What follows belongs to an exercise in optimizing a design on an open flow for small area, a short achievable clock period and few clock cycles; a production flow would make more cautious choices.
The RTL was checked by simulation tests, not by an equivalence proof against the original design.
Power is estimated from default activity; no workload was simulated.

==> flow/design.v (outline; a module is shown in full before it is edited, if it fits) <==
// module mul_booth: 1938 lines
// module riscv: 201 lines
module riscv (input  logic        clk, clr,
              input  logic [31:0] RD_instr, RD_data,
              output logic [31:0] PCF,
              output logic [31:0] ALUResultM, WriteDataM,
              output logic        MemWriteM,
              output logic [3:0]  byteEnable);
  // ...
==> flow/run.sh <==
#!/bin/bash
# synth_recipe.tcl (not shown) runs the flow's synth.tcl, then flattens the netlist and writes it again
# the make line also repeats each setting of config.mk as NAME=value (left out here)
make -C /OpenROAD-flow-scripts/flow DESIGN_CONFIG=/design/flow/config.mk WORK_HOME=/design/flow/orfs CLKGATE_MAP_FILE= SYNTH_SCRIPT=/design/flow/synth_recipe.tcl finish
==> flow/config.mk <==
export PLATFORM = sky130hd
export DESIGN_NAME = riscv
export DESIGN_NICKNAME = riscv
export VERILOG_FILES = /design/flow/design.v
export SDC_FILE = /design/flow/constraint.sdc
export NUM_CORES = 8
export LEC_CHECK = 0
export CAP_MARGIN = 20
export CORE_MARGIN = 2
export CORE_UTILIZATION = 40
export SLEW_MARGIN = 20
==> flow/constraint.sdc <==
create_clock -name core_clock -period 12.0 [get_ports {clk}]
set_input_delay 2.4000 -clock core_clock [delete_from_list [all_inputs] [get_ports {clk}]]
set_output_delay 2.4000 -clock core_clock [all_outputs]
set_load 0.01 [all_outputs]
==> metrics.cfg, run 1 <==
[global_routing]
grt_pass1_wl_mm=729
grt_max_degree=108
track_usage=0.401

[clock_tree]
htreeDepth=4
numCtsBuffers=174
clk_pin_slew_ns=0.06
clkLatencyLatePin_ns=0.96
clock-sinks=1581
cts-hold-fix-buffers=0

[cells_and_area]
top_register=regs
seq_cells=1581
multi_input_gates=6977
inv_count=520
nNetsFinal=10585

[synthesis]
yosysSeqAreaShare=0.422
yosysTopAreaCell=edfxtp_1
synthTopCellsByCount=edfxtp_1 (1053), o21ai_0 (998), clkbuf_1 (958), a21oi_1 (738), nor2_1 (609)
synth_simple_gate_area_frac=0.0798
synth_area_um2=101000
yosysMostFrequentCell=edfxtp_1

[route]
via_count=99756
avgRoutedWirePerCell_um=40.0
postRouteAntennaNets=0

[placement]
pre_cts_ws_ns=4.80
placedCellCount=12977

[power_and_ir_drop]
power-top-group=combinational cells
power_switching_mw=18.5

[timing]
clock.fmax_ghz=0.138
worstMarginPinSlew_ns=1.41
min_period_over_period=0.602
worst_slack_ns=4.77

[floorplanning]
fp-row-count=184
die_area_um2=255000
io_pins=167

[critical_path]
cp-start-kind=register
critPathMaxStageDelay_ns=1.17
crit_type=reg2reg

[run]
max_cap_violations=0

[run_status]
outcome=no timing/DRC/antenna violations

Testbench counts, summed over its fixed seeds: cycles 19,604.
==> module riscv, before the edit <==
module riscv (input  logic        clk, clr,
              input  logic [31:0] RD_instr, RD_data,
              output logic [31:0] PCF,
              output logic [31:0] ALUResultM, WriteDataM,
              output logic        MemWriteM,
              output logic [3:0]  byteEnable);
    logic        stallD, redirD, redirE;
    logic [31:0] targetE, pcImmD;
    logic [31:1] pcF;
    assign PCF = {pcF, 1'b0};
    wire  [31:1] pcPlus4F = pcF + 31'd2;
    always_ff @(posedge clk or posedge clr)
        if (clr)          pcF <= '0;
        else if (redirE)  pcF <= targetE[31:1];
        else if (redirD)  pcF <= pcImmD[31:1];
        else if (!stallD) pcF <= pcPlus4F;
    logic        validD;
    logic [31:0] instrD;
    logic [31:1] pcD;
    always_ff @(posedge clk or posedge clr)
        if (clr)                   validD <= 1'b0;
        else if (redirE | redirD)  validD <= 1'b0;
        else if (!stallD)          validD <= 1'b1;
    always_ff @(posedge clk)
        if (!stallD) begin
            instrD <= RD_instr;
            pcD    <= pcF;
        end
    wire [4:0] op  = instrD[6:2];
    wire [2:0] f3  = instrD[14:12];
    wire [4:0] rdD = instrD[11:7];
    wire [4:0] rs1D = instrD[19:15];
    wire [4:0] rs2D = instrD[24:20];
    wire isLUI   = op == 5'b01101;
    wire isAUIPC = op == 5'b00101;
    wire isJAL   = op == 5'b11011;
    wire isJALR  = op == 5'b11001;
    wire isBr    = op == 5'b11000;
    wire isLd    = op == 5'b00000;
    wire isSt    = op == 5'b01000;
    wire isOpI   = op == 5'b00100;
    wire isOp    = op == 5'b01100;
    wire isMul   = isOp & instrD[25];
    wire isAlu   = isOpI | isOp & ~instrD[25];
    wire writesRd = isLUI | isAUIPC | isJAL | isJALR | isLd | isOpI | isOp;
    wire useRs1   = isJALR | isBr | isLd | isSt | isOpI | isOp;
    wire useRs2   = isBr | isSt | isOp;
    wire regwD    = validD & writesRd & (rdD != 5'd0);
    wire [31:0] immI = {{20{instrD[31]}}, instrD[31:20]};
    wire [31:0] immS = {{20{instrD[31]}}, instrD[31:25], instrD[11:7]};
    wire [31:0] immB = {{20{instrD[31]}}, instrD[7], instrD[30:25], instrD[11:8], 1'b0};
    wire [31:0] immJ = {{12{instrD[31]}}, instrD[19:12], instrD[20], instrD[30:21], 1'b0};
    wire [31:0] immU = {instrD[31:12], 12'b0};
    wire [31:0] immPC = isJAL ? immJ : isBr ? immB : immU;
    assign pcImmD = {pcD, 1'b0} + immPC;
    wire [31:0] cD = isLUI ? immU : (isJAL | isJALR) ? {pcF, 1'b0} : pcImmD;
    assign redirD = validD & isJAL;
    wire subD  = isOp & instrD[30] & (f3 == 3'b000) | (isAlu & f3[2:1] == 2'b01) | isBr;
    wire selAdd = isAlu & (f3 == 3'b000) | isLd | isSt;
    wire selSlt = isAlu & (f3[2:1] == 2'b01);
    wire selSh  = isAlu & (f3[1:0] == 2'b01);
    wire selXor = isAlu & (f3 == 3'b100);
    wire selOr  = isAlu & (f3 == 3'b110);
    wire selAnd = isAlu & (f3 == 3'b111);
    wire selC   = isLUI | isAUIPC | isJAL | isJALR;
    wire bImm   = isOpI | isLd | isSt | isJALR;
    logic [31:0] regs [31:1];
    logic        regwW;
    logic [4:0]  rdW;
    logic [31:0] resW;
    genvar gi;
    generate
        for (gi = 1; gi < 32; gi = gi + 1) begin : g_rf
            always_ff @(posedge clk)
                if (regwW && rdW == gi) regs[gi] <= resW;
        end
    endgenerate
    logic [31:0] rf1, rf2;
    always_comb begin
        rf1 = '0;
        rf2 = '0;
        for (int k = 1; k < 32; k++) begin
            rf1 = rf1 | ({32{rs1D == k}} & regs[k]);
            rf2 = rf2 | ({32{rs2D == k}} & regs[k]);
        end
    end
    wire [31:0] r1D = (regwW && rdW == rs1D) ? resW : rf1;
    wire [31:0] r2D = (regwW && rdW == rs2D) ? resW : rf2;
    logic        regwE, isLdE, isMulE, isStE, isBrE, isJALRE;
    logic [4:0]  rdE;
    logic [31:0] aE, bE, immE, cE;
    logic [2:0]  f3E;
    logic        fAME, fAWE, fBME, fBWE;
    logic        subE, selAddE, selSltE, selShE, selXorE, selOrE, selAndE, selCE, bImmE;
    logic        shLeftE, shArithE, saE, sbE, mulHiE;
    logic        regwM, isLdM, isMulM, mulHiM;
    logic [4:0]  rdM;
    logic [2:0]  f3M;
    wire fAM = regwE & (rdE == rs1D);
    wire fAW = regwM & (rdM == rs1D);
    wire fBM = regwE & (rdE == rs2D);
    wire fBW = regwM & (rdM == rs2D);
    assign stallD = validD & (isLdE | isMulE) & regwE &
                    ((useRs1 & (rdE == rs1D)) | (useRs2 & (rdE == rs2D)));
    wire bubble = stallD | redirE;
    always_ff @(posedge clk or posedge clr)
        if (clr) begin
            regwE <= 1'b0; isLdE <= 1'b0; isMulE <= 1'b0; isStE <= 1'b0; isBrE <= 1'b0; isJALRE <= 1'b0;
        end else if (bubble) begin
            regwE <= 1'b0; isLdE <= 1'b0; isMulE <= 1'b0; isStE <= 1'b0; isBrE <= 1'b0; isJALRE <= 1'b0;
        end else begin
            regwE   <= regwD;
            isLdE   <= validD & isLd;
            isMulE  <= validD & isMul;
            isStE   <= validD & isSt;
            isBrE   <= validD & isBr;
            isJALRE <= validD & isJALR;
        end
    always_ff @(posedge clk) begin
        rdE  <= rdD;
        aE   <= r1D;
        bE   <= r2D;
        immE <= isSt ? immS : immI;
        cE   <= cD;
        f3E  <= f3;
        fAME <= fAM; fAWE <= fAW & ~fAM;
        fBME <= fBM; fBWE <= fBW & ~fBM;
        subE <= subD;
        selAddE <= selAdd; selSltE <= selSlt; selShE <= selSh; selXorE <= selXor;
        selOrE <= selOr; selAndE <= selAnd; selCE <= selC; bImmE <= bImm;
        shLeftE  <= ~f3[2];
        shArithE <= instrD[30] & f3[2];
        saE    <= f3[1] ^ f3[0];
        sbE    <= ~f3[1] & f3[0];
        mulHiE <= f3[1] | f3[0];
    end
    wire [31:0] A   = fAME ? ALUResultM : fAWE ? resW : aE;
    wire [31:0] B   = fBME ? ALUResultM : fBWE ? resW : bE;
    wire [31:0] opB = bImmE ? immE : B;
    wire [32:0] sum = {1'b0, A} + {1'b0, opB ^ {32{subE}}} + {32'b0, subE};
    wire ltU = ~sum[32];
    wire ltS = (A[31] ^ opB[31]) ? A[31] : sum[31];
    wire eq  = A == opB;
    logic [31:0] shIn, shOut, shRes;
    always_comb
        for (int k = 0; k < 32; k++) shIn[k] = shLeftE ? A[31-k] : A[k];
    assign shOut = 32'($signed({shArithE & A[31], shIn}) >>> opB[4:0]);
    always_comb
        for (int k = 0; k < 32; k++) shRes[k] = shLeftE ? shOut[31-k] : shOut[k];
    wire slt = f3E[0] ? ltU : ltS;
    wire [31:0] resE = ({32{selAddE}} & sum[31:0])
                     | ({32{selSltE}} & {31'b0, slt})
                     | ({32{selShE}}  & shRes)
                     | ({32{selXorE}} & (A ^ opB))
                     | ({32{selOrE}}  & (A | opB))
                     | ({32{selAndE}} & (A & opB))
                     | ({32{selCE}}   & cE);
    logic taken;
    always_comb
        case (f3E[2:1])
            2'b00:   taken = eq ^ f3E[0];
            2'b10:   taken = ltS ^ f3E[0];
            2'b11:   taken = ltU ^ f3E[0];
            default: taken = 1'b0;
        endcase
    assign redirE  = isBrE & taken | isJALRE;
    assign targetE = isJALRE ? {sum[31:1], 1'b0} : cE;
    wire [63:0] prodM;
    mul_booth mul (.clk(clk), .a(A), .b(B), .sa(saE), .sb(sbE), .p(prodM));
    always_ff @(posedge clk or posedge clr)
        if (clr) begin
            MemWriteM <= 1'b0; regwM <= 1'b0; isLdM <= 1'b0; isMulM <= 1'b0;
        end else begin
            MemWriteM <= isStE; regwM <= regwE; isLdM <= isLdE; isMulM <= isMulE;
        end
    always_ff @(posedge clk) begin
        ALUResultM <= resE;
        WriteDataM <= f3E[1] ? B : f3E[0] ? {2{B[15:0]}} : {4{B[7:0]}};
        byteEnable <= f3E[1] ? 4'b1111 :
                      f3E[0] ? (sum[1] ? 4'b1100 : 4'b0011) :
                      (4'b0001 << sum[1:0]);
        rdM    <= rdE;
        f3M    <= f3E;
        mulHiM <= mulHiE;
    end
    wire [7:0]  ldByte = ALUResultM[1] ? (ALUResultM[0] ? RD_data[31:24] : RD_data[23:16])
                                       : (ALUResultM[0] ? RD_data[15:8]  : RD_data[7:0]);
    wire [15:0] ldHalf = ALUResultM[1] ? RD_data[31:16] : RD_data[15:0];
    wire [31:0] ldData = f3M[1] ? RD_data :
                         f3M[0] ? {{16{~f3M[2] & ldHalf[15]}}, ldHalf} :
                                  {{24{~f3M[2] & ldByte[7]}}, ldByte};
    wire [31:0] mulRes = mulHiM ? prodM[63:32] : prodM[31:0];
    wire [31:0] resM   = isLdM ? ldData : isMulM ? mulRes : ALUResultM;
    always_ff @(posedge clk or posedge clr)
        if (clr) regwW <= 1'b0;
        else     regwW <= regwM;
    always_ff @(posedge clk) begin
        resW <= resM;
        rdW  <= rdM;
    end
endmodule
==> inputs of run 2 (changes only) <==
--- a/flow/design.v
+++ b/flow/design.v
@@ -1942,33 +1942,20 @@
               output logic [31:0] ALUResultM, WriteDataM,
               output logic        MemWriteM,
               output logic [3:0]  byteEnable);
-    logic        stallD, redirD, redirE;
-    logic [31:0] targetE, pcImmD;
+    logic        stallF, redirE;
+    logic [31:0] targetE;
     logic [31:1] pcF;
     assign PCF = {pcF, 1'b0};
-    wire  [31:1] pcPlus4F = pcF + 31'd2;
     always_ff @(posedge clk or posedge clr)
         if (clr)          pcF <= '0;
         else if (redirE)  pcF <= targetE[31:1];
-        else if (redirD)  pcF <= pcImmD[31:1];
-        else if (!stallD) pcF <= pcPlus4F;
-    logic        validD;
-    logic [31:0] instrD;
-    logic [31:1] pcD;
-    always_ff @(posedge clk or posedge clr)
-        if (clr)                   validD <= 1'b0;
-        else if (redirE | redirD)  validD <= 1'b0;
-        else if (!stallD)          validD <= 1'b1;
-    always_ff @(posedge clk)
-        if (!stallD) begin
-            instrD <= RD_instr;
-            pcD    <= pcF;
-        end
-    wire [4:0] op  = instrD[6:2];
-    wire [2:0] f3  = instrD[14:12];
-    wire [4:0] rdD = instrD[11:7];
-    wire [4:0] rs1D = instrD[19:15];
-    wire [4:0] rs2D = instrD[24:20];
+        else if (!stallF) pcF <= pcF + 31'd1 + 31'd1;
+    wire [31:0] iF   = RD_instr;
+    wire [4:0]  op   = iF[6:2];
+    wire [2:0]  f3   = iF[14:12];
+    wire [4:0]  rdF  = iF[11:7];
+    wire [4:0]  rs1F = iF[19:15];
+    wire [4:0]  rs2F = iF[24:20];
     wire isLUI   = op == 5'b01101;
     wire isAUIPC = op == 5'b00101;
     wire isJAL   = op == 5'b11011;
@@ -1978,96 +1965,96 @@
     wire isSt    = op == 5'b01000;
     wire isOpI   = op == 5'b00100;
     wire isOp    = op == 5'b01100;
-    wire isMul   = isOp & instrD[25];
-    wire isAlu   = isOpI | isOp & ~instrD[25];
+    wire isMul   = isOp & iF[25];
+    wire isAlu   = isOpI | isOp & ~iF[25];
     wire writesRd = isLUI | isAUIPC | isJAL | isJALR | isLd | isOpI | isOp;
     wire useRs1   = isJALR | isBr | isLd | isSt | isOpI | isOp;
     wire useRs2   = isBr | isSt | isOp;
-    wire regwD    = validD & writesRd & (rdD != 5'd0);
-    wire [31:0] immI = {{20{instrD[31]}}, instrD[31:20]};
-    wire [31:0] immS = {{20{instrD[31]}}, instrD[31:25], instrD[11:7]};
-    wire [31:0] immB = {{20{instrD[31]}}, instrD[7], instrD[30:25], instrD[11:8], 1'b0};
-    wire [31:0] immJ = {{12{instrD[31]}}, instrD[19:12], instrD[20], instrD[30:21], 1'b0};
-    wire [31:0] immU = {instrD[31:12], 12'b0};
-    wire [31:0] immPC = isJAL ? immJ : isBr ? immB : immU;
-    assign pcImmD = {pcD, 1'b0} + immPC;
-    wire [31:0] cD = isLUI ? immU : (isJAL | isJALR) ? {pcF, 1'b0} : pcImmD;
-    assign redirD = validD & isJAL;
-    wire subD  = isOp & instrD[30] & (f3 == 3'b000) | (isAlu & f3[2:1] == 2'b01) | isBr;
+    wire [31:0] immI = {{20{iF[31]}}, iF[31:20]};
+    wire [31:0] immS = {{20{iF[31]}}, iF[31:25], iF[11:7]};
+    wire [31:0] immB = {{20{iF[31]}}, iF[7], iF[30:25], iF[11:8], 1'b0};
+    wire [31:0] immJ = {{12{iF[31]}}, iF[19:12], iF[20], iF[30:21], 1'b0};
+    wire [31:0] immU = {iF[31:12], 12'b0};
+    wire [31:0] immF = (isLUI | isAUIPC) ? immU : isJAL ? immJ : isBr ? immB : isSt ? immS : immI;
+    wire subF   = isOp & iF[30] & (f3 == 3'b000) | (isAlu & f3[2:1] == 2'b01) | isBr;
     wire selAdd = isAlu & (f3 == 3'b000) | isLd | isSt;
     wire selSlt = isAlu & (f3[2:1] == 2'b01);
     wire selSh  = isAlu & (f3[1:0] == 2'b01);
     wire selXor = isAlu & (f3 == 3'b100);
     wire selOr  = isAlu & (f3 == 3'b110);
     wire selAnd = isAlu & (f3 == 3'b111);
-    wire selC   = isLUI | isAUIPC | isJAL | isJALR;
     wire bImm   = isOpI | isLd | isSt | isJALR;
     logic [31:0] regs [31:1];
     logic        regwW;
     logic [4:0]  rdW;
-    logic [31:0] resW;
+    logic [31:0] resW, resWr;
+    logic [31:1] wdec;
+    always_comb
+        for (int k = 1; k < 32; k++) wdec[k] = regwW & (rdW == k);
     genvar gi;
     generate
         for (gi = 1; gi < 32; gi = gi + 1) begin : g_rf
             always_ff @(posedge clk)
-                if (regwW && rdW == gi) regs[gi] <= resW;
+                if (wdec[gi]) regs[gi] <= resWr;
         end
     endgenerate
-    logic [31:0] rf1, rf2;
+    logic [31:0] r1F, r2F;
     always_comb begin
-        rf1 = '0;
-        rf2 = '0;
+        r1F = {32{regwW & (rdW == rs1F) & (rs1F != 5'd0)}} & resWr;
+        r2F = {32{regwW & (rdW == rs2F) & (rs2F != 5'd0)}} & resWr;
         for (int k = 1; k < 32; k++) begin
-            rf1 = rf1 | ({32{rs1D == k}} & regs[k]);
-            rf2 = rf2 | ({32{rs2D == k}} & regs[k]);
+            r1F = r1F | ({32{(rs1F == k) & ~wdec[k]}} & regs[k]);
+            r2F = r2F | ({32{(rs2F == k) & ~wdec[k]}} & regs[k]);
         end
     end
-    wire [31:0] r1D = (regwW && rdW == rs1D) ? resW : rf1;
-    wire [31:0] r2D = (regwW && rdW == rs2D) ? resW : rf2;
-    logic        regwE, isLdE, isMulE, isStE, isBrE, isJALRE;
+    logic        regwE, isLdE, isMulE, isStE, isBrE, isJALE, isJALRE;
     logic [4:0]  rdE;
-    logic [31:0] aE, bE, immE, cE;
+    logic [31:0] aE, bE, immE;
+    logic [31:1] pcE;
     logic [2:0]  f3E;
     logic        fAME, fAWE, fBME, fBWE;
-    logic        subE, selAddE, selSltE, selShE, selXorE, selOrE, selAndE, selCE, bImmE;
+    logic        subE, selAddE, selSltE, selShE, selXorE, selOrE, selAndE, bImmE;
+    logic        selLuiE, selAuipcE, selLinkE;
     logic        shLeftE, shArithE, saE, sbE, mulHiE;
     logic        regwM, isLdM, isMulM, mulHiM;
     logic [4:0]  rdM;
     logic [2:0]  f3M;
-    wire fAM = regwE & (rdE == rs1D);
-    wire fAW = regwM & (rdM == rs1D);
-    wire fBM = regwE & (rdE == rs2D);
-    wire fBW = regwM & (rdM == rs2D);
-    assign stallD = validD & (isLdE | isMulE) & regwE &
-                    ((useRs1 & (rdE == rs1D)) | (useRs2 & (rdE == rs2D)));
-    wire bubble = stallD | redirE;
+    assign stallF = (isLdE | isMulE) & regwE &
+                    ((useRs1 & (rdE == rs1F)) | (useRs2 & (rdE == rs2F)));
+    wire bubble = stallF | redirE;
     always_ff @(posedge clk or posedge clr)
         if (clr) begin
-            regwE <= 1'b0; isLdE <= 1'b0; isMulE <= 1'b0; isStE <= 1'b0; isBrE <= 1'b0; isJALRE <= 1'b0;
+            regwE <= 1'b0; isLdE <= 1'b0; isMulE <= 1'b0; isStE <= 1'b0;
+            isBrE <= 1'b0; isJALE <= 1'b0; isJALRE <= 1'b0;
         end else if (bubble) begin
-            regwE <= 1'b0; isLdE <= 1'b0; isMulE <= 1'b0; isStE <= 1'b0; isBrE <= 1'b0; isJALRE <= 1'b0;
+            regwE <= 1'b0; isLdE <= 1'b0; isMulE <= 1'b0; isStE <= 1'b0;
+            isBrE <= 1'b0; isJALE <= 1'b0; isJALRE <= 1'b0;
         end else begin
-            regwE   <= regwD;
-            isLdE   <= validD & isLd;
-            isMulE  <= validD & isMul;
-            isStE   <= validD & isSt;
-            isBrE   <= validD & isBr;
-            isJALRE <= validD & isJALR;
+            regwE   <= writesRd & (rdF != 5'd0);
+            isLdE   <= isLd;
+            isMulE  <= isMul;
+            isStE   <= isSt;
+            isBrE   <= isBr;
+            isJALE  <= isJAL;
+            isJALRE <= isJALR;
         end
     always_ff @(posedge clk) begin
-        rdE  <= rdD;
-        aE   <= r1D;
-        bE   <= r2D;
-        immE <= isSt ? immS : immI;
-        cE   <= cD;
+        rdE  <= rdF;
+        aE   <= r1F;
+        bE   <= r2F;
+        immE <= immF;
+        pcE  <= pcF;
         f3E  <= f3;
-        fAME <= fAM; fAWE <= fAW & ~fAM;
-        fBME <= fBM; fBWE <= fBW & ~fBM;
-        subE <= subD;
+        fAME <= regwE & (rdE == rs1F);
+        fAWE <= regwM & (rdM == rs1F) & ~(regwE & (rdE == rs1F));
+        fBME <= regwE & (rdE == rs2F);
+        fBWE <= regwM & (rdM == rs2F) & ~(regwE & (rdE == rs2F));
+        subE <= subF;
         selAddE <= selAdd; selSltE <= selSlt; selShE <= selSh; selXorE <= selXor;
-        selOrE <= selOr; selAndE <= selAnd; selCE <= selC; bImmE <= bImm;
+        selOrE <= selOr; selAndE <= selAnd; bImmE <= bImm;
+        selLuiE <= isLUI; selAuipcE <= isAUIPC; selLinkE <= isJAL | isJALR;
         shLeftE  <= ~f3[2];
-        shArithE <= instrD[30] & f3[2];
+        shArithE <= iF[30] & f3[2];
         saE    <= f3[1] ^ f3[0];
         sbE    <= ~f3[1] & f3[0];
         mulHiE <= f3[1] | f3[0];
@@ -2079,6 +2066,7 @@
     wire ltU = ~sum[32];
     wire ltS = (A[31] ^ opB[31]) ? A[31] : sum[31];
     wire eq  = A == opB;
+    wire [31:0] pcImmE = {pcE, 1'b0} + immE;
     logic [31:0] shIn, shOut, shRes;
     always_comb
         for (int k = 0; k < 32; k++) shIn[k] = shLeftE ? A[31-k] : A[k];
@@ -2086,13 +2074,15 @@
     always_comb
         for (int k = 0; k < 32; k++) shRes[k] = shLeftE ? shOut[31-k] : shOut[k];
     wire slt = f3E[0] ? ltU : ltS;
-    wire [31:0] resE = ({32{selAddE}} & sum[31:0])
-                     | ({32{selSltE}} & {31'b0, slt})
-                     | ({32{selShE}}  & shRes)
-                     | ({32{selXorE}} & (A ^ opB))
-                     | ({32{selOrE}}  & (A | opB))
-                     | ({32{selAndE}} & (A & opB))
-                     | ({32{selCE}}   & cE);
+    wire [31:0] resE = ({32{selAddE}}   & sum[31:0])
+                     | ({32{selSltE}}   & {31'b0, slt})
+                     | ({32{selShE}}    & shRes)
+                     | ({32{selXorE}}   & (A ^ opB))
+                     | ({32{selOrE}}    & (A | opB))
+                     | ({32{selAndE}}   & (A & opB))
+                     | ({32{selLuiE}}   & immE)
+                     | ({32{selAuipcE}} & pcImmE)
+                     | ({32{selLinkE}}  & {pcF, 1'b0});
     logic taken;
     always_comb
         case (f3E[2:1])
@@ -2101,8 +2091,8 @@
             2'b11:   taken = ltU ^ f3E[0];
             default: taken = 1'b0;
         endcase
-    assign redirE  = isBrE & taken | isJALRE;
-    assign targetE = isJALRE ? {sum[31:1], 1'b0} : cE;
+    assign redirE  = isBrE & taken | isJALE | isJALRE;
+    assign targetE = isJALRE ? {sum[31:1], 1'b0} : pcImmE;
     wire [63:0] prodM;
     mul_booth mul (.clk(clk), .a(A), .b(B), .sa(saE), .sb(sbE), .p(prodM));
     always_ff @(posedge clk or posedge clr)
@@ -2135,5 +2125,6 @@
     always_ff @(posedge clk) begin
         resW <= resM;
         rdW  <= rdM;
+        if (regwM) resWr <= resM;
     end
 endmodule
==> flow/flow/run.sh (new file) <==
#!/bin/bash
set -euo pipefail
bash standard.sh SETUP_SLACK_MARGIN=7.5 finish > standard_flow.log 2>&1
==> flow/standard.sh (new file) <==
#!/bin/bash
# synth_recipe.tcl (not shown) runs the flow's synth.tcl, then flattens the netlist and writes it again
# the make line also repeats each setting of config.mk as NAME=value (left out here)
make -C /OpenROAD-flow-scripts/flow DESIGN_CONFIG=/design/flow/config.mk WORK_HOME=/design/flow/orfs CLKGATE_MAP_FILE= SYNTH_SCRIPT=/design/flow/synth_recipe.tcl "${@:-finish}"
--- a/flow/config.mk
+++ b/flow/config.mk
@@ -5,6 +5,7 @@
 export SDC_FILE = /design/flow/constraint.sdc
 export NUM_CORES = 8
 export LEC_CHECK = 0
+export ABC_AREA = 1
 export CAP_MARGIN = 20
 export CORE_MARGIN = 2
 export CORE_UTILIZATION = 40
removed: flow/run.sh
==> run 2 against run 1 <==
Effect of this change: still clean on timing, DRC and antenna; sequential power is 4.3% lower; first-iteration DRC count down 34%; non-clock buffer count increased by 278; combinational power rose by 5%; worst hold slack worse by 0.065 ns; maximum frequency up 43%; sequential cell count shrank 7; core utilization increased by 3.9 points; critical endpoint unchanged.
==> metrics.cfg, run 2 <==
[clock_tree]
clkLatencyLatePin_ns=0.90  ; was 0.96 ns
clk_pin_slew_ns=0.07  ; was 0.06 ns
numCtsBuffers=174  ; unchanged
cts-hold-fix-buffers=0  ; unchanged
clock-sinks=1574  ; was 1581
cts_tree=yes  ; unchanged
cts_buffer_depth=3  ; unchanged
root_buffer=clkbuf_16  ; unchanged
htreeDepth=4  ; unchanged

[cells_and_area]
area_delta_synth_final_pct=21.8  ; was 12.0%
reg_top3=regs: 992 flops, mul.q: 242 flops  ; unchanged
nNetsFinal=11238  ; was 10585
regArea_um2=42100  ; was 42400 um2
top_register=regs  ; unchanged
layout-drive-gt1-share=0.156  ; was 0.0982
final_common_cell=nand2_1  ; was edfxtp_1
final_core_util=0.488  ; was 0.449
instances_no_fill=13807  ; was 13347
fillers=21609  ; was 23246
largest_register_ffs=992  ; unchanged
mostFrequentLayoutCells=nand2_1 (1441), inv_1 (1244), edfxtp_1 (1024)  ; was edfxtp_1 (1053), o21ai_0 (973), a21oi_1 (735)
multi_input_area_um2=48700  ; was 53400 um2

[route]
drc_errors=0  ; unchanged
avgRoutedWirePerCell_um=34.5  ; was 40.0 um
first_pass_iters=13  ; was 22
via_count=88761  ; was 99756
routed_wl_mm=477  ; was 533 mm
postRouteAntennaNets=0  ; unchanged
via_per_inst=6.43  ; was 7.47
drt_iter0_drc=14778  ; was 22468

[critical_path]
worstSetupEndpointType=register  ; unchanged
reg2reg_setup_slack_ns=6.96  ; was 4.77 ns
cp-startpoint=fBWE$_DFF_P_  ; unchanged
cp_slowest_cell=o211ai_1  ; was nand2_1
cp-start-kind=register  ; unchanged
r2r_end=mul.q[119]$_DFF_P_  ; unchanged
crit_type=reg2reg  ; unchanged
worst_ep_arrival_time_ns=5.81  ; was 7.98 ns
crit_family=adder cells  ; unchanged
crit-reg2reg-launch=fBWE$_DFF_P_  ; unchanged
reg2reg_depth=18  ; was 14
crit_buf_inv=7  ; was 4
cp_cell_sequence=buf_12 -> clkinv_16 -> o211ai_1 -> o21ai_2 -> inv_2 -> buf_6 -> nand2_4 -> nand2_4 -> nand2_4 -> buf_12 -> buf_12 -> o22ai_4 -> xor2_1 -> fa_1 -> fa_1 -> fa_2 -> fa_2 -> inv_1  ; was buf_4 -> mux2i_1 -> o21a_2 -> buf_4 -> clkinv_1 -> nand2_1 -> o21ai_0 -> o21ai_0 -> o221ai_1 -> fa_1 -> fa_1 -> fa_1 -> fa_1 -> inv_1
path_max_fanout=8  ; was 33
required_ns=12.77  ; was 12.75 ns
critPathMaxStageDelay_ns=0.90  ; was 1.17 ns

[hold_path]
hp-class=reg2reg  ; unchanged
whs_path_depth=0  ; unchanged
worstHoldStart=isStE$_DFF_PP0_  ; unchanged
worstHoldEndpoint=MemWriteM$_DFF_PP0_  ; unchanged

[timing]
worstMarginPinSlew_ns=1.28  ; was 1.41 ns
fin_worst_skew_ns=0.108  ; was 0.120 ns
fin_crit_ns=5.04  ; was 7.23 ns
setup_violations=0  ; unchanged
finalHoldViolations=0  ; unchanged
rsz0062_at_grt=true  ; was false
slew_viol_final=0  ; unchanged
clock.fmax_ghz=0.198  ; was 0.138 GHz
relSlewSlack=0.139  ; was 0.0536
setup_tns_ns=0  ; unchanged
min_period_over_period=0.420  ; was 0.602

[power_and_ir_drop]
p_per_area_nw_per_um2=320  ; was 322 nW/um2
ir_drop_mv=0.470  ; was 0.421 mV
leakage_nw=46.7  ; was 40.2 nW
power_mw=37.1  ; was 36.2 mW

[global_routing]
overflow=0  ; unchanged
track_usage=0.378  ; was 0.401
antenna_found_initial=46  ; was 38
grt_pass1_vias=84174  ; was 93171
grt_max_degree=52  ; was 108
grt_pass1_wl_mm=648  ; was 729 mm

[synthesis]
yosysTopAreaCell=edfxtp_1  ; unchanged
synth_nets=10810  ; was 10918
synth.avg_cell_area_um2=9.48  ; was 9.91 um2
synth_top_cell_area_share=0.323  ; was 0.315
ys_types=71  ; was 97
synth_warnings=3  ; unchanged
ys_ff_latch=1574  ; was 1581
yosysMostFrequentCell=nand2_1  ; was edfxtp_1
netlist_instances=10033  ; was 10141
synth_area_um2=95200  ; was 101000 um2
synthTopCellsByCount=nand2_1 (1538), inv_1 (1310), edfxtp_1 (1024), o22ai_1 (812), xor2_1 (622)  ; was edfxtp_1 (1053), o21ai_0 (998), clkbuf_1 (958), a21oi_1 (738), nor2_1 (609)
synth_top_flop_cell=edfxtp_1  ; unchanged
synth_edf_count=1024  ; was 1053
yosysSeqAreaShare=0.441  ; was 0.422
async_reset_ff_frac=0.0273  ; was 0.0272
ys_top_cells_by_area=edfxtp_1 (32%), dfxtp_1 (11%), fa_1 (9.7%)  ; was edfxtp_1 (31%), dfxtp_1 (9.7%), fa_1 (9.2%)

[run_status]
outcome=no timing/DRC/antenna violations  ; unchanged

[placement]
gp_congestion=1.02  ; was 1.08
post-dp-hpwl_mm=302  ; was 328 mm
port_buffers=163  ; unchanged
placedCellCount=13086  ; was 12977

[floorplanning]
io_pins=167  ; unchanged
die_h_um=492  ; was 505 um
fp-row-count=179  ; was 184
core_um2=237000  ; was 251000 um2
die_w_um=492  ; was 505 um
initial_utilization=0.401  ; about the same
die_area_um2=242000  ; was 255000 um2

[run]
max_cap_violations=0  ; unchanged

## run 2: cell count changes in the layout (fill, tap and decap cells not counted), sizes merged, moves of 236 or more
cell    previous run  this run
inv              506      1324
a21oi            738       415
a22o             260        22
o21ai           1025       605
o22ai            335       812
xor2              94       622
nand2            480      1560
a22oi            447         8
buf              391       627
o221ai           382        74
## run 2: through the flow
stage / instance area [um2] / hold WS [ns] / worst slack [ns]
2_1_floorplan: 95200 / 0.310 / 7.55
3_3_place_gp: 101000 / 0.341 / 4.94
3_5_place_dp: 102000 / 0.341 / 4.92
4_1_cts: 113000 / 0.306 / 7.29
5_1_grt: 116000 / 0.317 / 7.01
6_report: 116000 / 0.315 / 6.96
## run 2: routing by layer
metal,track usage,wire length [um],vias to the layer above
met5,0.00675,473,-
met4,0.280,45400,34
met3,0.139,68600,2203
met2,0.539,196000,7547
met1,0.466,167000,42954
li1,-,-,36023
## run 2: worst max path at each step
stage                    endpoint  slack (ns)  cells past startpoint
5_1_grt        mul.q[135]$_DFF_P_        7.01                     17
3_3_place_gp     isMulE$_DFF_PP0_        4.94                     17
3_5_place_dp    isJALRE$_DFF_PP0_        4.92                     17
2_1_floorplan      aE[23]$_DFF_P_        7.55                     11
6_report       mul.q[119]$_DFF_P_        6.96                     18
4_1_cts        mul.q[135]$_DFF_P_        7.29                     17
## run 2: area by class of cell
cell class	count	area share
multi-input combinational	6507	0.421
timing repair buffer	832	0.0841
antenna	29	0.000626
inverter	1368	0.0466
clock inverter	114	0.0103
clock buffer	212	0.0402
sequential	1574	0.363
tap	3167	0.0342
timing repair inverter	4	0.000248
## run 2: cells by family after synthesis
logic type	count (synthesis)	synth area share
compound gates	2545	0.171
simple gates	2554	0.115
fa+ha+maj	711	0.130
xor+xnor	663	0.0610
buf+inv	1963	0.0797
other cells	1	0.0000394
flops	1574	0.441
mux	22	0.00231
## run 2: timing repair
action / in CTS / in global routing
endpoints found under the setup margin: 366 / 248
pin swaps: 87 / 130
setup buffers: 170 / 110
gates resized for setup: 741 / 348
gates cloned: 53 / 13
## run 2: report_power, final
| group | internal (mW) | switching (mW) |
|---|---|---|
| Clock | 3.06 | 2.49 |
| Combinational | 8.70 | 15.5 |
| Sequential | 6.73 | 0.580 |
Testbench counts of run 2, summed over its fixed seeds: cycles 18,062.
==> inputs of run 3 (changes only) <==
--- a/flow/design.v
+++ b/flow/design.v
@@ -1942,14 +1942,17 @@
               output logic [31:0] ALUResultM, WriteDataM,
               output logic        MemWriteM,
               output logic [3:0]  byteEnable);
-    logic        stallF, redirE;
+    logic        stallF, redirE, predF;
+    logic [31:0] pcTgtF;
     logic [31:0] targetE;
     logic [31:1] pcF;
     assign PCF = {pcF, 1'b0};
     always_ff @(posedge clk or posedge clr)
         if (clr)          pcF <= '0;
         else if (redirE)  pcF <= targetE[31:1];
-        else if (!stallF) pcF <= pcF + 31'd1 + 31'd1;
+        else if (stallF)  pcF <= pcF;
+        else if (predF)   pcF <= pcTgtF[31:1];
+        else              pcF <= pcF + 31'd1 + 31'd1;
     wire [31:0] iF   = RD_instr;
     wire [4:0]  op   = iF[6:2];
     wire [2:0]  f3   = iF[14:12];
@@ -1975,7 +1978,9 @@
     wire [31:0] immB = {{20{iF[31]}}, iF[7], iF[30:25], iF[11:8], 1'b0};
     wire [31:0] immJ = {{12{iF[31]}}, iF[19:12], iF[20], iF[30:21], 1'b0};
     wire [31:0] immU = {iF[31:12], 12'b0};
-    wire [31:0] immF = (isLUI | isAUIPC) ? immU : isJAL ? immJ : isBr ? immB : isSt ? immS : immI;
+    assign predF  = isJAL | isBr & iF[31];
+    assign pcTgtF = {pcF, 1'b0} + (iF[3] ? immJ : immB);
+    wire [31:0] immF = (isLUI | isAUIPC) ? immU : predF ? 32'd4 : isBr ? immB : isSt ? immS : immI;
     wire subF   = isOp & iF[30] & (f3 == 3'b000) | (isAlu & f3[2:1] == 2'b01) | isBr;
     wire selAdd = isAlu & (f3 == 3'b000) | isLd | isSt;
     wire selSlt = isAlu & (f3[2:1] == 2'b01);
@@ -2007,14 +2012,14 @@
             r2F = r2F | ({32{(rs2F == k) & ~wdec[k]}} & regs[k]);
         end
     end
-    logic        regwE, isLdE, isMulE, isStE, isBrE, isJALE, isJALRE;
+    logic        regwE, isLdE, isMulE, isStE, isBrE, isJALRE, predE;
     logic [4:0]  rdE;
     logic [31:0] aE, bE, immE;
     logic [31:1] pcE;
     logic [2:0]  f3E;
     logic        fAME, fAWE, fBME, fBWE;
     logic        subE, selAddE, selSltE, selShE, selXorE, selOrE, selAndE, bImmE;
-    logic        selLuiE, selAuipcE, selLinkE;
+    logic        selLuiE, selAuipcE, selLinkE;    
     logic        shLeftE, shArithE, saE, sbE, mulHiE;
     logic        regwM, isLdM, isMulM, mulHiM;
     logic [4:0]  rdM;
@@ -2025,17 +2030,16 @@
     always_ff @(posedge clk or posedge clr)
         if (clr) begin
             regwE <= 1'b0; isLdE <= 1'b0; isMulE <= 1'b0; isStE <= 1'b0;
-            isBrE <= 1'b0; isJALE <= 1'b0; isJALRE <= 1'b0;
+            isBrE <= 1'b0; isJALRE <= 1'b0;
         end else if (bubble) begin
             regwE <= 1'b0; isLdE <= 1'b0; isMulE <= 1'b0; isStE <= 1'b0;
-            isBrE <= 1'b0; isJALE <= 1'b0; isJALRE <= 1'b0;
+            isBrE <= 1'b0; isJALRE <= 1'b0;
         end else begin
             regwE   <= writesRd & (rdF != 5'd0);
             isLdE   <= isLd;
             isMulE  <= isMul;
             isStE   <= isSt;
             isBrE   <= isBr;
-            isJALE  <= isJAL;
             isJALRE <= isJALR;
         end
     always_ff @(posedge clk) begin
@@ -2052,7 +2056,8 @@
         subE <= subF;
         selAddE <= selAdd; selSltE <= selSlt; selShE <= selSh; selXorE <= selXor;
         selOrE <= selOr; selAndE <= selAnd; bImmE <= bImm;
-        selLuiE <= isLUI; selAuipcE <= isAUIPC; selLinkE <= isJAL | isJALR;
+        selLuiE <= isLUI; selAuipcE <= isAUIPC | isJAL; selLinkE <= isJALR;
+        predE <= iF[31];
         shLeftE  <= ~f3[2];
         shArithE <= iF[30] & f3[2];
         saE    <= f3[1] ^ f3[0];
@@ -2091,7 +2096,7 @@
             2'b11:   taken = ltU ^ f3E[0];
             default: taken = 1'b0;
         endcase
-    assign redirE  = isBrE & taken | isJALE | isJALRE;
+    assign redirE  = isBrE & (taken ^ predE) | isJALRE;
     assign targetE = isJALRE ? {sum[31:1], 1'b0} : pcImmE;
     wire [63:0] prodM;
     mul_booth mul (.clk(clk), .a(A), .b(B), .sa(saE), .sb(sbE), .p(prodM));
--- a/flow/config.mk
+++ b/flow/config.mk
@@ -8,5 +8,5 @@
 export ABC_AREA = 1
 export CAP_MARGIN = 20
 export CORE_MARGIN = 2
-export CORE_UTILIZATION = 40
+export CORE_UTILIZATION = 65
 export SLEW_MARGIN = 20
==> run 3 against run 2 <==
Effect of this change: the run now fails in 5_1_grt; area after synthesis increased by 1.2%; synthesized cell count increased by 2.3%.
==> metrics.cfg, run 3 <==
[run_status]
outcome=aborted with a tool error  ; was no timing/DRC/antenna violations
failed_stage=5_1_grt
error=[ERROR GRT-0232] Routing congestion too high. Check the congestion heatmap in the GUI.

[clock_tree]
clock-sinks=1574  ; unchanged
numCtsBuffers=165  ; was 174
htreeDepth=4  ; unchanged
root_buffer=clkbuf_16  ; unchanged
cts-hold-fix-buffers=0  ; unchanged
cts_buffer_depth=3  ; unchanged

[placement]
port_buffers=163  ; unchanged
post-dp-hpwl_mm=290  ; was 302 mm
gp_congestion=1.07  ; was 1.02
place_area_um2=101000  ; was 102000 um2

[synthesis]
yosysTopAreaCell=edfxtp_1  ; unchanged
netlist_instances=10262  ; was 10033
async_reset_ff_frac=0.0267  ; was 0.0273
synth_area_um2=96300  ; was 95200 um2
synth.avg_cell_area_um2=9.38  ; was 9.48 um2
synth_warnings=3  ; unchanged
synth_top_cell_area_share=0.319  ; was 0.323
synth_top_family_by_area=compound AO/OA/AOI/OAI gates  ; unchanged
ys_types=72  ; was 71
synth_simple_gate_area_frac=0.119  ; was 0.115
yosysSeqAreaShare=0.436  ; was 0.441
synthMuxAreaShare=0.00252  ; was 0.00231
synth-xor-area-share=0.0604  ; was 0.0610
synth_fa_ha_area_frac=0.132  ; was 0.130
ys_ff_latch=1574  ; unchanged
yosysMostFrequentCell=nand2_1  ; unchanged
synth_nets=11070  ; was 10810
ys_top_cells_by_area=edfxtp_1 (32%), dfxtp_1 (11%), fa_1 (9.6%)  ; was edfxtp_1 (32%), dfxtp_1 (11%), fa_1 (9.7%)
synthTopCellsByCount=nand2_1 (1698), inv_1 (1247), edfxtp_1 (1024), o22ai_1 (740), o21ai_0 (636)  ; was nand2_1 (1538), inv_1 (1310), edfxtp_1 (1024), o22ai_1 (812), xor2_1 (622)
synth_edf_count=1024  ; unchanged
synth_top_flop_cell=edfxtp_1  ; unchanged
synth_compound_gate_area_share=0.175  ; was 0.171

[floorplanning]
initial_utilization=0.653  ; was 0.401
io_pins=167  ; unchanged
die_w_um=389  ; was 492 um
die_h_um=389  ; was 492 um
fp-row-count=141  ; was 179

[global_routing]
grt_max_degree=74
overflow=11
track_usage=0.697

run 3: how the worst max path moves through the flow:
stage / startpoint / to / slack [ns] / depth (start not counted)
2_1_floorplan: RD_instr[3] / pcF[29]$_DFFE_PP0P_ / 7.18 / 24
3_3_place_gp: fAME$_DFF_P_ / pcF[4]$_DFFE_PP0P_ / 4.92 / 28
4_1_cts: fBWE$_DFF_P_ / mul.q[131]$_DFF_P_ / 7.43 / 20
3_5_place_dp: fAME$_DFF_P_ / pcF[29]$_DFFE_PP0P_ / 4.84 / 28
run 3: per-stage QoR:
stage / setup WS (ns) / util / hold WS (ns) / std cells / total power, mW
CTS: 7.43 / 0.777 / 0.330 / 12717 / 35.9
global placement: 4.92 / 0.685 / 0.314 / 12037 / 28.5
floorplan: 7.18 / - / 0.310 / 10262 / 21.6
detailed placement: 4.84 / 0.685 / 0.316 / 12037 / 29.1
run 3: logic make-up after synthesis:
group / after synthesis
other: 1
DFF: 1574
xor gates and xnor gates: 664
muxes: 24
buffers and inverters: 1898
adders and majority gates: 742
AOI/OAI and AO/OA: 2649
and+or+nand+nor: 2710
run 3: what timing repair did:
item	in CTS
resized for setup	892
cloned	73
pin swaps	154
setup endpoints to repair	412
buffers inserted	301
run 3: power by group through the flow:
stage | Combinational [mW] | Clock, mW | Sequential (mW)
2_1_floorplan | 14.3 | 0 | 7.29
3_3_place_gp | 20.9 | 0 | 7.52
3_5_place_dp | 21.6 | 0 | 7.54
4_1_cts | 23.1 | 5.41 | 7.45
run 3: layer usage:
layer / GRT overflow / GRT usage
met2: 2 / 0.861
met4: 8 / 0.617
met5: 0 / 0.299
met3: 1 / 0.527
met1: 0 / 0.736
Testbench counts of run 3, summed over its fixed seeds: cycles 17,224.

==> re-timing with driven ports <==
The results above use ideal ports. As a check the final layouts listed here were re-extracted and re-timed, cells and wires unchanged. Step 1 (the two cells are an assumption about what drives the block):
set clk [get_ports {clk}]
set_driving_cell -lib_cell sky130_fd_sc_hd__clkbuf_16 $clk
set_driving_cell -lib_cell sky130_fd_sc_hd__buf_2 [delete_from_list [all_inputs] $clk]
Step 2 adds t to the input delays and takes it off the output delays; t is the mean of the earliest and latest rising clock arrival at the registers after step 1. Input paths then give back, and output paths get back, about the clock's delay inside the block. Three values: no drivers, after step 1, after step 2; two values: the first two.
| run | shift t [ns] | setup slack, ns | pins driven straight from the clock port |
|---|---|---|---|
| run 1 | 1.005 | 4.771 / 4.771 / 4.771 | 1 |
| run 2 | 0.943 | 6.957 / 6.957 / 6.440 | 1 |
After both steps every run listed still meets setup and hold. The setup slack of run 2, which loses most, moves by 0.000 ns with the drivers and by -0.517 ns with both steps.
